Context: an optimization exercise on an open-source flow, tuned for small area. The choices shown serve that exercise and are no tape-out recipe.
In this exercise RTL edits were held to simulation tests only and were not proved equivalent to the original.
No driver is modelled on the clock port, so clock power and skew are understated where the tree is cut down; a real chip needs a root buffer or a tree.

Setup of run A:
==> flow/design.v (excerpt) <==
module Circuit (
    input clk,
    input entry_sensor,
    input exit_sensor,
    input [1:0] switch,
    input reset,
    output [3:0] parking_slots,
    output door_open_light,
    output full_light,
    output [2:0] capacity,
    output [2:0] best_place,
    output [7:0] sev_data,
    output [4:0] sev_sel
);
Size in the first run: ~180 cells after synthesis, about 44 flip-flops, ~31 I/O pins, roughly 1800 sq um of cells after synthesis.
==> module Circuit, before the edit <==
module Circuit (
    input clk,
    input entry_sensor,
    input exit_sensor,
    input [1:0] switch,
    input reset,
    output [3:0] parking_slots,
    output door_open_light,
    output full_light,
    output [2:0] capacity,
    output [2:0] best_place,
    output [7:0] sev_data,
    output [4:0] sev_sel
);
  wire odd, ent, ext, fe, fx, en_2Hz, en_1Hz, pulse, fullent;
  wire [3:0] state;
  PkDeb u_de (.clk(clk), .reset(reset), .b(entry_sensor), .fire(fe));
  PkDeb u_dx (.clk(clk), .reset(reset), .b(exit_sensor), .fire(fx));
  PkPhase u_ph (.clk(clk), .reset(reset), .fe(fe), .fx(fx), .odd(odd), .ent(ent), .ext(ext));
  PkDiv u_div (.clk(clk), .reset(reset), .c0(odd), .en_2Hz(en_2Hz), .en_1Hz(en_1Hz));
  PkFsm u_fsm (.clk(clk), .reset(reset), .ent(ent), .ext(ext), .switch(switch),
               .state(state), .pulse(pulse), .fullent(fullent));
  assign parking_slots = state;
  PkCap u_cap (.state(state), .capacity(capacity), .best_place(best_place));
  PkDoor u_door (.clk(clk), .reset(reset), .en(en_2Hz), .trig(pulse), .led(door_open_light));
  PkFull u_full (.clk(clk), .reset(reset), .en(en_1Hz), .trig(fullent), .led(full_light));
  PkDisp u_disp (.clk(clk), .reset(reset), .capacity(capacity), .best_place(best_place),
                 .sev_data(sev_data), .sev_sel(sev_sel));
endmodule
==> module PkDiv, before the edit <==
module PkDiv (input clk, input reset, input c0, output en_2Hz, output en_1Hz);
  reg [4:1] c;
  reg [6:0] l;
  wire lt = (l[5:0] == 6'h2a);
  wire lfb = (l[0] ^ l[6]) & ~lt;
  always @(posedge clk or posedge reset) begin
    if (reset) begin
      c <= 4'd0;
      l <= 7'h54;
    end else begin
      c <= c + {3'd0, c0};
      l <= {l[5:0], lfb};
    end
  end
  wire lt7 = lt & c0 & c[1] & c[2];
  assign en_2Hz = lt7 & ~c[3];
  assign en_1Hz = lt7 & c[3] & ~c[4];
endmodule
==> module PkPhase, before the edit <==
module PkPhase (input clk, input reset, input fe, input fx, output odd, output ent, output ext);
  reg u, v;
  assign odd = u & v;
  assign ent = u & ~v;
  assign ext = ~u & v;
  always @(posedge clk or posedge reset) begin
    if (reset) begin
      u <= 1'b0; v <= 1'b0;
    end else begin
      u <= ~odd | (fe & ~fx);
      v <= ~odd | (fx & ~fe);
    end
  end
endmodule
==> module PkDeb, before the edit <==
module PkDeb (input clk, input reset, input b, output fire);
  reg [1:0] g;
  assign fire = g[1] & ~g[0];
  always @(posedge clk or posedge reset) begin
    if (reset) g <= 2'b00;
    else g <= {~b & g[0], ~b & ~g[1]};
  end
endmodule
==> module PkFsm, before the edit <==
module PkFsm (input clk, input reset, input ent, input ext, input [1:0] switch,
              output reg [3:0] state, output reg pulse, output fullent);
  wire full = &state;
  wire [3:0] clr = {4{ext}} & (4'b0001 << switch);
  wire [3:0] set = {ent & (&state[2:0]), ent & (&state[1:0]), ent & state[0], ent};
  assign fullent = ent & full;
  always @(posedge clk or posedge reset) begin
    if (reset) begin
      state <= 4'd0;
      pulse <= 1'b0;
    end else begin
      state <= (state | set) & ~clr;
      pulse <= (ent & ~full) | |(state & clr);
    end
  end
endmodule
Settings: LEC_CHECK=0, CAP_MARGIN=20, CORE_MARGIN=2, CORE_UTILIZATION=40, SLEW_MARGIN=20; clock period 10.0 ns.
standard.sh (not shown) runs the stock make flow with config.mk's settings and CLKGATE_MAP_FILE= SYNTH_SCRIPT=/design/flow/synth_recipe.tcl, a recipe that flattens the netlist after the stock synthesis.
==> flow/flow/run.sh <==
#!/bin/bash
# Own layout flow: the standard flow (standard.sh) with these changes, none of
# which touches the registers, the floorplan rules or the constraints:
#  1. synthesis: the standard synthesis runs first; then the same synthesis runs
#     again with an area-oriented ABC script and without half-adder extraction.
#     Its netlist is kept only if its flip-flops (names and cell types) are
#     exactly the standard synthesis's; otherwise the standard netlist is used.
#  2. port buffers are buf_1 instead of the 10 um2 delay buffer buffer_ports picks;
#  3. after the placement resize, combinational cells go to their smallest drive
#     strength and repair_design fixes any slew/cap violation (flow/downsize.tcl);
#  4. clock tree: the clock port drives a few buffers, each driving the
#     flip-flops of one placement cluster (flow/cts1.tcl); the smallest buffer
#     set whose clock-pin slew estimate is under CTS1_MAX_SLEW_PS is kept.
# Each tool's output goes to a log file in this folder.
set -euo pipefail
W=$(pwd)
R=$W/orfs/results/sky130hd/Circuit/base
export BUFFER_PORTS_ARGS="-buffer_cell sky130_fd_sc_hd__buf_1"
export POST_RESIZE_TCL="$W/flow/downsize.tcl"
CTS1_MAX_SLEW_PS=115

bash standard.sh synth > flow_1_std_synth.log 2>&1
cp $R/1_2_yosys.v $W/std_1_2_yosys.v
cp $R/1_synth.odb $W/std_1_synth.odb 2>/dev/null || true
python3 flow/regs.py $W/std_1_2_yosys.v | sort > std_regs.txt

rm -f $R/1_2_yosys.v $R/1_synth.odb $R/1_synth.sdc $R/1_2_yosys.sdc
if bash standard.sh SYNTH_SCRIPT=$W/flow/my_synth.tcl ADDER_MAP_FILE= synth > flow_2_area_synth.log 2>&1 \
   && python3 flow/regs.py $R/1_2_yosys.v | sort > area_regs.txt \
   && cmp -s std_regs.txt area_regs.txt && [ -s area_regs.txt ]; then
  echo "using area synthesis" > synth_choice.log
else
  echo "using standard synthesis" > synth_choice.log
  rm -f $R/1_2_yosys.v $R/1_synth.odb $R/1_synth.sdc $R/1_2_yosys.sdc
  bash standard.sh synth > flow_2b_std_synth.log 2>&1
fi

bash standard.sh place > flow_3_place.log 2>&1
# Try clock buffer sets from the smallest area up; keep the first whose worst
# flip-flop clock-pin slew (placement estimate) is at most CTS1_MAX_SLEW_PS.
for cfg in buf_4:4 buf_6:3 buf_4:5 clkbuf_8:3 buf_6:4 clkbuf_8:4 clkbuf_8:5 clkbuf_16:4; do
  b=${cfg%:*}; k=${cfg#*:}
  PLATFORM_DIR=$FLOW_HOME/platforms/sky130hd RESULTS_DIR=$R CTS1_K=$k CTS1_BUF=sky130_fd_sc_hd__$b \
    CTS1_MAX_SLEW_PS=$CTS1_MAX_SLEW_PS CTS1_RESULT=$W/cts1_result.txt \
    DONT_USE_CELLS="sky130_fd_sc_hd__probe_p_8 sky130_fd_sc_hd__probec_p_8" \
    openroad -no_init -exit flow/cts1.tcl > flow_4_cts1_${b}_$k.log 2>&1
  if [ "$(cat $W/cts1_result.txt)" = ok ]; then echo "$b x$k" > cts1_choice.log; break; fi
done
cp $R/4_1_cts.odb $R/4_cts.odb
touch $R/4_cts.sdc
bash standard.sh finish > flow_5_finish.log 2>&1
Other scripts of this flow, unchanged in this note and not shown: flow/flow/area.abc, flow/flow/cts1.tcl, flow/flow/downsize.tcl, flow/flow/my_synth.tcl, flow/flow/regs.py
### run A -> run B
--- a/flow/design.v
+++ b/flow/design.v
@@ -11,66 +11,57 @@
     output [2:0] best_place,
     output [7:0] sev_data,
     output [4:0] sev_sel
 );
-  wire odd, ent, ext, fe, fx, en_2Hz, en_1Hz, pulse, fullent;
+  wire en_fast, en_2Hz, en_1Hz, de, dx, pulse, fullent, tick;
   wire [3:0] state;
-  PkDeb u_de (.clk(clk), .reset(reset), .b(entry_sensor), .fire(fe));
-  PkDeb u_dx (.clk(clk), .reset(reset), .b(exit_sensor), .fire(fx));
-  PkPhase u_ph (.clk(clk), .reset(reset), .fe(fe), .fx(fx), .odd(odd), .ent(ent), .ext(ext));
-  PkDiv u_div (.clk(clk), .reset(reset), .c0(odd), .en_2Hz(en_2Hz), .en_1Hz(en_1Hz));
-  PkFsm u_fsm (.clk(clk), .reset(reset), .ent(ent), .ext(ext), .switch(switch),
+  PkDiv u_div (.clk(clk), .reset(reset), .en_fast(en_fast), .en_2Hz(en_2Hz), .en_1Hz(en_1Hz));
+  PkDeb u_de (.clk(clk), .reset(reset), .b(entry_sensor), .d(de));
+  PkDeb u_dx (.clk(clk), .reset(reset), .b(exit_sensor), .d(dx));
+  PkFsm u_fsm (.clk(clk), .reset(reset), .en_fast(en_fast), .de(de), .dx(dx), .switch(switch),
                .state(state), .pulse(pulse), .fullent(fullent));
   assign parking_slots = state;
   PkCap u_cap (.state(state), .capacity(capacity), .best_place(best_place));
   PkDoor u_door (.clk(clk), .reset(reset), .en(en_2Hz), .trig(pulse), .led(door_open_light));
   PkFull u_full (.clk(clk), .reset(reset), .en(en_1Hz), .trig(fullent), .led(full_light));
   PkDisp u_disp (.clk(clk), .reset(reset), .capacity(capacity), .best_place(best_place),
                  .sev_data(sev_data), .sev_sel(sev_sel));
 endmodule
-module PkDiv (input clk, input reset, input c0, output en_2Hz, output en_1Hz);
-  reg [4:1] c;
+module PkDiv (input clk, input reset, output en_fast, output en_2Hz, output en_1Hz);
+  reg [4:0] c;
   reg [6:0] l;
   wire lt = (l[5:0] == 6'h2a);
   wire lfb = (l[0] ^ l[6]) & ~lt;
   always @(posedge clk or posedge reset) begin
     if (reset) begin
-      c <= 4'd0;
+      c <= 5'd0;
       l <= 7'h54;
     end else begin
-      c <= c + {3'd0, c0};
+      c <= c + 5'd1;
       l <= {l[5:0], lfb};
     end
   end
-  wire lt7 = lt & c0 & c[1] & c[2];
+  assign en_fast = ~c[0];
+  wire lt7 = lt & (c[2:0] == 3'b111);
   assign en_2Hz = lt7 & ~c[3];
   assign en_1Hz = lt7 & c[3] & ~c[4];
 endmodule
-module PkPhase (input clk, input reset, input fe, input fx, output odd, output ent, output ext);
-  reg u, v;
-  assign odd = u & v;
-  assign ent = u & ~v;
-  assign ext = ~u & v;
+module PkDeb (input clk, input reset, input b, output reg d);
+  reg [1:0] g;
   always @(posedge clk or posedge reset) begin
     if (reset) begin
-      u <= 1'b0; v <= 1'b0;
+      g <= 2'b00; d <= 1'b0;
     end else begin
-      u <= ~odd | (fe & ~fx);
-      v <= ~odd | (fx & ~fe);
+      g <= {~b & g[0], ~b & ~g[1]};
+      d <= g[1] & ~g[0];
     end
   end
 endmodule
-module PkDeb (input clk, input reset, input b, output fire);
-  reg [1:0] g;
-  assign fire = g[1] & ~g[0];
-  always @(posedge clk or posedge reset) begin
-    if (reset) g <= 2'b00;
-    else g <= {~b & g[0], ~b & ~g[1]};
-  end
-endmodule
-module PkFsm (input clk, input reset, input ent, input ext, input [1:0] switch,
+module PkFsm (input clk, input reset, input en_fast, input de, input dx, input [1:0] switch,
               output reg [3:0] state, output reg pulse, output fullent);
   wire full = &state;
+  wire ent = en_fast & de & ~dx;
+  wire ext = en_fast & dx & ~de;
   wire [3:0] clr = {4{ext}} & (4'b0001 << switch);
   wire [3:0] set = {ent & (&state[2:0]), ent & (&state[1:0]), ent & state[0], ent};
   assign fullent = ent & full;
   always @(posedge clk or posedge reset) begin
==> comparison <==
- Chip height: run A vs run B — no meaningful difference
- In terms of final core utilization, run A and run B differ only marginally.
- | arrival time reported for the critical path endpoint | run B vs run A | ≈ equal |
- Run A has higher total half-perimeter wirelength after legalization and detailed placement than run B.
- Compared run B against run A; layout-stage area growth over the synthesis result within noise.
No run of this note takes its clock network from TritonCTS; it comes from the design's own scripts or RTL.

static timing again, ports no longer ideal:
The results above use ideal ports. As a check the final layouts listed here were re-extracted and re-timed, cells and wires unchanged. Step 1 assumes that a clkbuf_16 drives the clock port and a buf_2 every other input. Step 2 times the ports against the registers' clock, not the clock port: input delays grow and output delays shrink by t, the midpoint of the rising clock arrivals with the driver on. Three values: ideal, step 1, step 2; two values: the first two.
run | t (ns) | setup WS [ns] | worst hold slack (ns) | worst register clock-pin slew, ns | worst slew at a driven data input, ns
run A | 0.166 | 6.413 / 6.368 / 6.534 | 0.358 / 0.358 / 0.358 | 0.10 / 0.10 | 0.03
run B | 0.171 | 6.415 / 6.368 / 6.539 | 0.363 / 0.363 / 0.363 | 0.10 / 0.10 | 0.04
After both steps setup and hold are still met in every run listed.
